Background: an optimization exercise with open tools, aiming at small area and a short achievable clock period. Do not read the settings as production practice. In this exercise RTL edits were held to simulation tests only and were not proved equivalent to the original.

--- design/flow/config.mk ---
export PLATFORM = sky130hd
export DESIGN_NAME = Convolution_with_pipeline
export DESIGN_NICKNAME = Convolution_with_pipeline
export VERILOG_FILES = /design/flow/design.v
export SDC_FILE = /design/flow/constraint.sdc
export NUM_CORES = 4
export LEC_CHECK = 0
export CAP_MARGIN = 20
export CORE_MARGIN = 2
export CORE_UTILIZATION = 40
export SLEW_MARGIN = 20
--- design/flow/constraint.sdc ---
create_clock -name core_clock -period 5.0 [get_ports {clk}]
set_input_delay 1.0000 -clock core_clock [delete_from_list [all_inputs] [get_ports {clk}]]
set_output_delay 1.0000 -clock core_clock [all_outputs]
set_load 0.01 [all_outputs]
--- design/flow/design.v ---
module Convolution_with_pipeline(
    clk,
    rst_n,
	in_valid,
	weight_valid,
	In_IFM_1,
	In_IFM_2,
	In_IFM_3,
	In_IFM_4,
    In_IFM_5,
	In_IFM_6,
	In_IFM_7,
	In_IFM_8,
	In_IFM_9,
    In_Weight_1,
    In_Weight_2,
    In_Weight_3,
	In_Weight_4,
    In_Weight_5,
    In_Weight_6,
    In_Weight_7,
    In_Weight_8,
    In_Weight_9,
    out_valid, 
	Out_OFM	
);
input clk, rst_n, in_valid, weight_valid;
input [7:0]In_IFM_1;
input [7:0]In_IFM_2;
input [7:0]In_IFM_3;
input [7:0]In_IFM_4;
input [7:0]In_IFM_5;
input [7:0]In_IFM_6;
input [7:0]In_IFM_7;
input [7:0]In_IFM_8;
input [7:0]In_IFM_9;		
input [7:0]In_Weight_1;
input [7:0]In_Weight_2;
input [7:0]In_Weight_3;
input [7:0]In_Weight_4;
input [7:0]In_Weight_5;
input [7:0]In_Weight_6;
input [7:0]In_Weight_7;
input [7:0]In_Weight_8;
input [7:0]In_Weight_9;
output reg out_valid;
output reg [20:0] Out_OFM;
reg [7:0]IFM_1;
reg [7:0]IFM_2;
reg [7:0]IFM_3;
reg [7:0]IFM_4;
reg [7:0]IFM_5;
reg [7:0]IFM_6;
reg [7:0]IFM_7;
reg [7:0]IFM_8;
reg [7:0]IFM_9;		
reg [7:0]Weight_1;
reg [7:0]Weight_2;
reg [7:0]Weight_3;
reg [7:0]Weight_4;
reg [7:0]Weight_5;
reg [7:0]Weight_6;
reg [7:0]Weight_7;
reg [7:0]Weight_8;
reg [7:0]Weight_9;
reg [16:0]multiple1;
reg [16:0]multiple2;
reg [16:0]multiple3;
reg [16:0]multiple4;
reg [16:0]multiple5;
reg [16:0]multiple6;
reg [16:0]multiple7;
reg [16:0]multiple8;
reg [16:0]multiple9;
reg [2:0] state_cs, state_ns;
parameter IDLE = 3'd0;
parameter IN_DATA = 3'd1;
parameter EXE = 3'd2;
reg [4:0] count_out;
always@(posedge clk or negedge rst_n) begin
	if(!rst_n)
		state_cs <= IDLE;
	else
		state_cs <= state_ns;
end
always@(*) begin
	case(state_cs)
		IDLE:
		begin
			if(in_valid)
				state_ns = IN_DATA;
			else
				state_ns = IDLE;
		end
		IN_DATA:
		begin
			begin
					state_ns = EXE;
			end
		end
		EXE:
		begin
			if(count_out == 24)
				state_ns = IDLE;
			else 
				state_ns = EXE;
		end
		default:
			state_ns = IDLE;
	endcase
end
always@(posedge clk or negedge rst_n) begin
	if(!rst_n) begin
		Weight_1 <= 0 ;
        Weight_2 <= 0 ;
        Weight_3 <= 0 ;
        Weight_4 <= 0 ;
		Weight_5 <= 0 ;
        Weight_6 <= 0 ;
        Weight_7 <= 0 ;
        Weight_8 <= 0 ;
		Weight_9 <= 0 ;
	end
	else if(weight_valid) begin
		Weight_1 <= In_Weight_1;
        Weight_2 <= In_Weight_2;
        Weight_3 <= In_Weight_3;
        Weight_4 <= In_Weight_4;
		Weight_5 <= In_Weight_5;
        Weight_6 <= In_Weight_6;
        Weight_7 <= In_Weight_7;
        Weight_8 <= In_Weight_8;
		Weight_9 <= In_Weight_9;
	end
end
always@(posedge clk or negedge rst_n) begin
	if(!rst_n) begin
		IFM_1  <= 0;
        IFM_2  <= 0;
        IFM_3  <= 0;
        IFM_4  <= 0;
		IFM_5  <= 0;
        IFM_6  <= 0;
        IFM_7  <= 0;
        IFM_8  <= 0;
		IFM_9  <= 0;
	end
	else if(in_valid) begin
		IFM_1  <= In_IFM_1 ;
        IFM_2  <= In_IFM_2 ;
        IFM_3  <= In_IFM_3 ;
        IFM_4  <= In_IFM_4 ;
		IFM_5  <= In_IFM_5 ;
        IFM_6  <= In_IFM_6 ;
        IFM_7  <= In_IFM_7 ;
        IFM_8  <= In_IFM_8 ;
		IFM_9  <= In_IFM_9 ;
	end
end
always@(posedge clk or negedge rst_n) begin
	if(!rst_n)
		count_out <= 0;
	else if(state_cs == EXE) begin
		count_out <= count_out + 1;
	end
	else
		count_out <= 0;
end
always@(posedge clk or negedge rst_n) begin
	if(!rst_n)
		out_valid <= 0;
	else if(state_cs == EXE)
		out_valid <= 1;
	else begin
		out_valid <= 0;
	end		
end
always@(posedge clk or negedge rst_n) begin
	if(!rst_n) begin
		multiple1 <= 0;
		multiple2 <= 0;
		multiple3 <= 0;
		multiple4 <= 0;
		multiple5 <= 0;
		multiple6 <= 0;
		multiple7 <= 0;
		multiple8 <= 0;
		multiple9 <= 0;	
	end
	else if(state_cs == IN_DATA) begin
		multiple1 <= IFM_1*Weight_1;
		multiple2 <= IFM_2*Weight_2;
		multiple3 <= IFM_3*Weight_3;
		multiple4 <= IFM_4*Weight_4;
		multiple5 <= IFM_5*Weight_5;
		multiple6 <= IFM_6*Weight_6;
		multiple7 <= IFM_7*Weight_7;
		multiple8 <= IFM_8*Weight_8;
		multiple9 <= IFM_9*Weight_9;
	end
	else if(state_cs == EXE) begin
		multiple1 <= IFM_1*Weight_1;
		multiple2 <= IFM_2*Weight_2;
		multiple3 <= IFM_3*Weight_3;
		multiple4 <= IFM_4*Weight_4;
		multiple5 <= IFM_5*Weight_5;
		multiple6 <= IFM_6*Weight_6;
		multiple7 <= IFM_7*Weight_7;
		multiple8 <= IFM_8*Weight_8;
		multiple9 <= IFM_9*Weight_9;
	end
	else begin
		multiple1 <= 0;
		multiple2 <= 0;
		multiple3 <= 0;
		multiple4 <= 0;
		multiple5 <= 0;
		multiple6 <= 0;
		multiple7 <= 0;
		multiple8 <= 0;
		multiple9 <= 0;	
	end
end
always@(posedge clk or negedge rst_n) begin
	if(!rst_n) begin
		Out_OFM <= 0;	
	end
	else if(state_cs == EXE) begin
		Out_OFM <= (multiple1+multiple2+multiple3+multiple4+multiple5+multiple6+multiple7+multiple8+multiple9);
	end
	else
		Out_OFM <= 0;
end
endmodule
--- design/flow/run.sh ---
#!/bin/bash
# synth_recipe.tcl (not shown) runs the flow's synth.tcl, then flattens the netlist and writes it again
# the make line also repeats each setting of config.mk as NAME=value (left out here)
make -C /OpenROAD-flow-scripts/flow DESIGN_CONFIG=/design/flow/config.mk WORK_HOME=/design/flow/orfs CLKGATE_MAP_FILE= SYNTH_SCRIPT=/design/flow/synth_recipe.tcl finish
==> run summary <==
-- metal layers --
| metal | global-route usage [%] | up-vias | wire, µm |
|---|---|---|---|
| li1 | - | 10400 | - |
| met1 | 25.9 | 11000 | 35200 |
| met2 | 31.3 | 278 | 36700 |
| met3 | 2.32 | 68 | 2190 |
| met4 | 3.91 | 0 | 1290 |
| met5 | 0 | - | 0 |
-- how the worst max path moves through the flow --
| stage | from | cells past startpoint | slack (ns) | endpoint |
|---|---|---|---|---|
| floorplan | multiple7[2] | 15 | 0.85 | Out_OFM[18] |
| global placement | multiple7[3] | 13 | 0.52 | Out_OFM[17] |
| detailed placement | multiple7[2] | 15 | 0.48 | Out_OFM[18] |
| CTS | multiple7[2] | 15 | 0.47 | Out_OFM[18] |
| global route | multiple7[2] | 15 | 0.14 | Out_OFM[18] |
| finish | multiple7[2] | 15 | 0.46 | Out_OFM[18] |
-- sequential cells by signal (all words and copies together) (netlist names), 16 cells and up --
register,flops
multiple6,16
multiple3,16
multiple7,16
multiple4,16
multiple9,16
Out_OFM,20
multiple1,16
multiple2,16
multiple5,16
multiple8,16
-- kinds of logic after synthesis --
| kind of cell | count (synthesis) | synth area share [%] |
|---|---|---|
| AO/OA/AOI/OAI | 295 | 6.00 |
| XOR/XNOR | 95 | 2.54 |
| adder cells (fa/ha/maj) | 781 | 39.8 |
| buffers and inverters | 617 | 7.10 |
| flip-flops | 316 | 24.2 |
| multiplexers | 146 | 5.01 |
| other | 1 | 0.0115 |
| AND/OR/NAND/NOR | 916 | 15.4 |
-- area by class of cell --
| class | instances | area (µm²) | share of cell area [%] |
|---|---|---|---|
| clock buffer | 53 | 1130 | 3.04 |
| clock inverter | 23 | 345 | 0.927 |
| inverter | 581 | 2180 | 5.86 |
| multi-input combinational | 2234 | 22500 | 60.5 |
| sequential | 316 | 7910 | 21.2 |
| tap | 1060 | 1330 | 3.56 |
| timing repair buffer | 184 | 1830 | 4.91 |
-- cell usage in the layout, fill, tap and decap left out, types with 8 or more instances in the layout --
master             n
nand2b_1          11
and3_1            14
inv_1            580
a21o_1            25
nand2_1          124
nor3_1            24
fa_1             434
a211oi_1          26
xor2_1            44
nor2_1           143
clkbuf_1           8
o21a_1            24
nor2b_1           10
dfrtp_1          316
clkbuf_16         43
bufinv_16          8
a21oi_1           75
o21ai_1           12
and2_1           539
buf_4             16
a31oi_1           14
o21ai_0           47
nand3_1           17
xnor2_1           51
ha_1             347
clkdlybuf4s50_1  165
mux2_2           144
o21bai_1          18
-- metrics by stage --
step / hold slack [ns] / std cells
after floorplan: 0.422 / 3167
after CTS: 0.336 / 4451
after global placement: 0.439 / 4375
after global routing: 0.363 / 4451
final: 0.337 / 4451
after detailed placement: 0.445 / 4375
==> results.sh <==
export IMPL_status="timing/DRC/antenna clean"
export IMPL_dr_pass1_iters=5
export IMPL_min_period_ns=4.54
export IMPL_die_h_um=290
export IMPL_r2r_slack_ns=0.46
export IMPL_clock_latency_ns=0.59
export IMPL_crit_path_end_kind="flop"
export IMPL_ant_nets=0
export IMPL_crit_fanout=4
export IMPL_ctsHoldBuffers=0
export IMPL_synth_most_common_cell="inv_1"
export IMPL_nets=4287
export IMPL_setup_tns_ns=0
export IMPL_fillers=7586
export IMPL_wl_per_cell_um=16.9
export IMPL_vias_per_cell=4.88
export IMPL_die_w_um=290
export IMPL_drive_gt1_share_pct=7.40
export IMPL_ys_ff_latch=316
export IMPL_area_growth_pct=13.7
export IMPL_rr_worst_depth=15
export IMPL_ios=170
export IMPL_synthCells=3167
export IMPL_rows=104
export IMPL_drt_iter0_drc=878
export IMPL_max_freq_mhz=220
export IMPL_die_area_um2=84200
export IMPL_grt_pass1_wl_um=126000
export IMPL_place_hpwl_um=60700
export IMPL_slowest_delay_ns=0.58
export IMPL_antenna_found_initial=2
export IMPL_max_slew_margin_pct=45.0
export IMPL_timing_rr_end="Out_OFM[18]"
export IMPL_numCtsBuffers=41
export IMPL_final_area_um2=37200
export IMPL_tightestPinTransition_ns=0.825
export IMPL_totalWireLength_um=75300
export IMPL_worstSetupPathType="flop to flop"
export IMPL_dpl_worst_slack_ns=0.482
export IMPL_synth_avg_cell_area_um2=10.3
export IMPL_ys_warn_count=1
export IMPL_grtUsageTotal_pct=18.6
export IMPL_critPathRequiredTime_ns=5.49
export IMPL_synth_cell_types=70
export IMPL_io_buffers=168
export IMPL_cts_setup_buffers=0
export IMPL_synth_async_reset_ratio_pct=100
export IMPL_period_share_pct=90.9
export IMPL_clk_pin_slew_ns=0.06
export IMPL_gr_total_overflow=0
export IMPL_core_um2=80800
export IMPL_critical_path_top_delay_family="adder cells"
export IMPL_syn_num_nets=4096
export IMPL_cts_buffer_depth=3
export IMPL_via_count=21700
export IMPL_cts_max_level=2
export IMPL_initial_core_util_pct=40.5
export IMPL_place_gp_congestion=0.867
export IMPL_crit_top_cell="fa_1"
export IMPL_setup_viol=0
export IMPL_crit_slowest_cell="fa_1"
export IMPL_utilization_pct=46.1
export IMPL_grt_setup_unrepaired="no"
export IMPL_synth_edff_count=0
export IMPL_hold_path_class="input port to asynchronous set/reset pin"
export IMPL_grt_pass1_vias=23200
export IMPL_fin_skew_ns=0.0177
export IMPL_insertedDiodeCount=0
export IMPL_placed_area_um2=35800
export IMPL_ys_seq_area_share_pct=24.2
export IMPL_critical_path_arrival_ns=5.04
export IMPL_synthTopCellsByArea="fa_1 (27%), dfrtp_1 (24%), ha_1 (13%), and2_1 (10%), inv_1 (6.6%)"
export IMPL_critPathBufInv=3
export IMPL_cp_cell_sequence="fa_1 > fa_1 > fa_1 > inv_1 > fa_1 > inv_1 > ha_1 > inv_1 > fa_1 > nor2b_1 > o31a_1 > o221ai_2 > nor4_1 > nor4_1 > nor3_1"
export IMPL_drv_slew=0
export IMPL_cts_tree="done"
export IMPL_synth_common_cells="inv_1 (580), and2_1 (540), fa_1 (434)"
export IMPL_cts_sinks=316
export IMPL_finalHoldViolations=0
export IMPL_drc_errors=0
export IMPL_rr_startpoint="multiple7[2]"
export IMPL_synth_flop_cell="dfrtp_1"
export IMPL_fin_ws_ns=0.457
export IMPL_grt_max_degree=130
export IMPL_cts_root_buffer="clkbuf_16"
export IMPL_maxCapViolCount=0
export IMPL_post_cts_resized=0
export IMPL_synth_largest_area_cell="fa_1"
export IMPL_worst_setup_path_start_kind="flop"
export IMPL_synth_top_cell_area_share_pct=26.5
export IMPL_syn_cell_area_um2=32700

re-timing with driven ports:
The results above use ideal ports. As a check the final layout listed here was re-extracted and re-timed, cells and wires unchanged. Step 1 (the two cells are an assumption about what drives the block):
set clk [get_ports {clk}]
set_driving_cell -lib_cell sky130_fd_sc_hd__clkbuf_16 $clk
set_driving_cell -lib_cell sky130_fd_sc_hd__buf_2 [delete_from_list [all_inputs] $clk]
Step 2 adds t to the input delays and takes it off the output delays; t is the mean of the earliest and latest rising clock arrival at the registers after step 1. Input paths then give back, and output paths get back, about the clock's delay inside the block. Three values: no drivers, after step 1, after step 2; two values: the first two.
t (ns): 0.643
slack for setup (ns): 0.457 / 0.457 / 0.457
latest minus earliest clock arrival (ns): 0.019 / 0.019
After both steps this run still meets setup and hold. For this run, drivers alone change the setup slack by 0.000 ns; drivers and shift together by 0.000 ns.
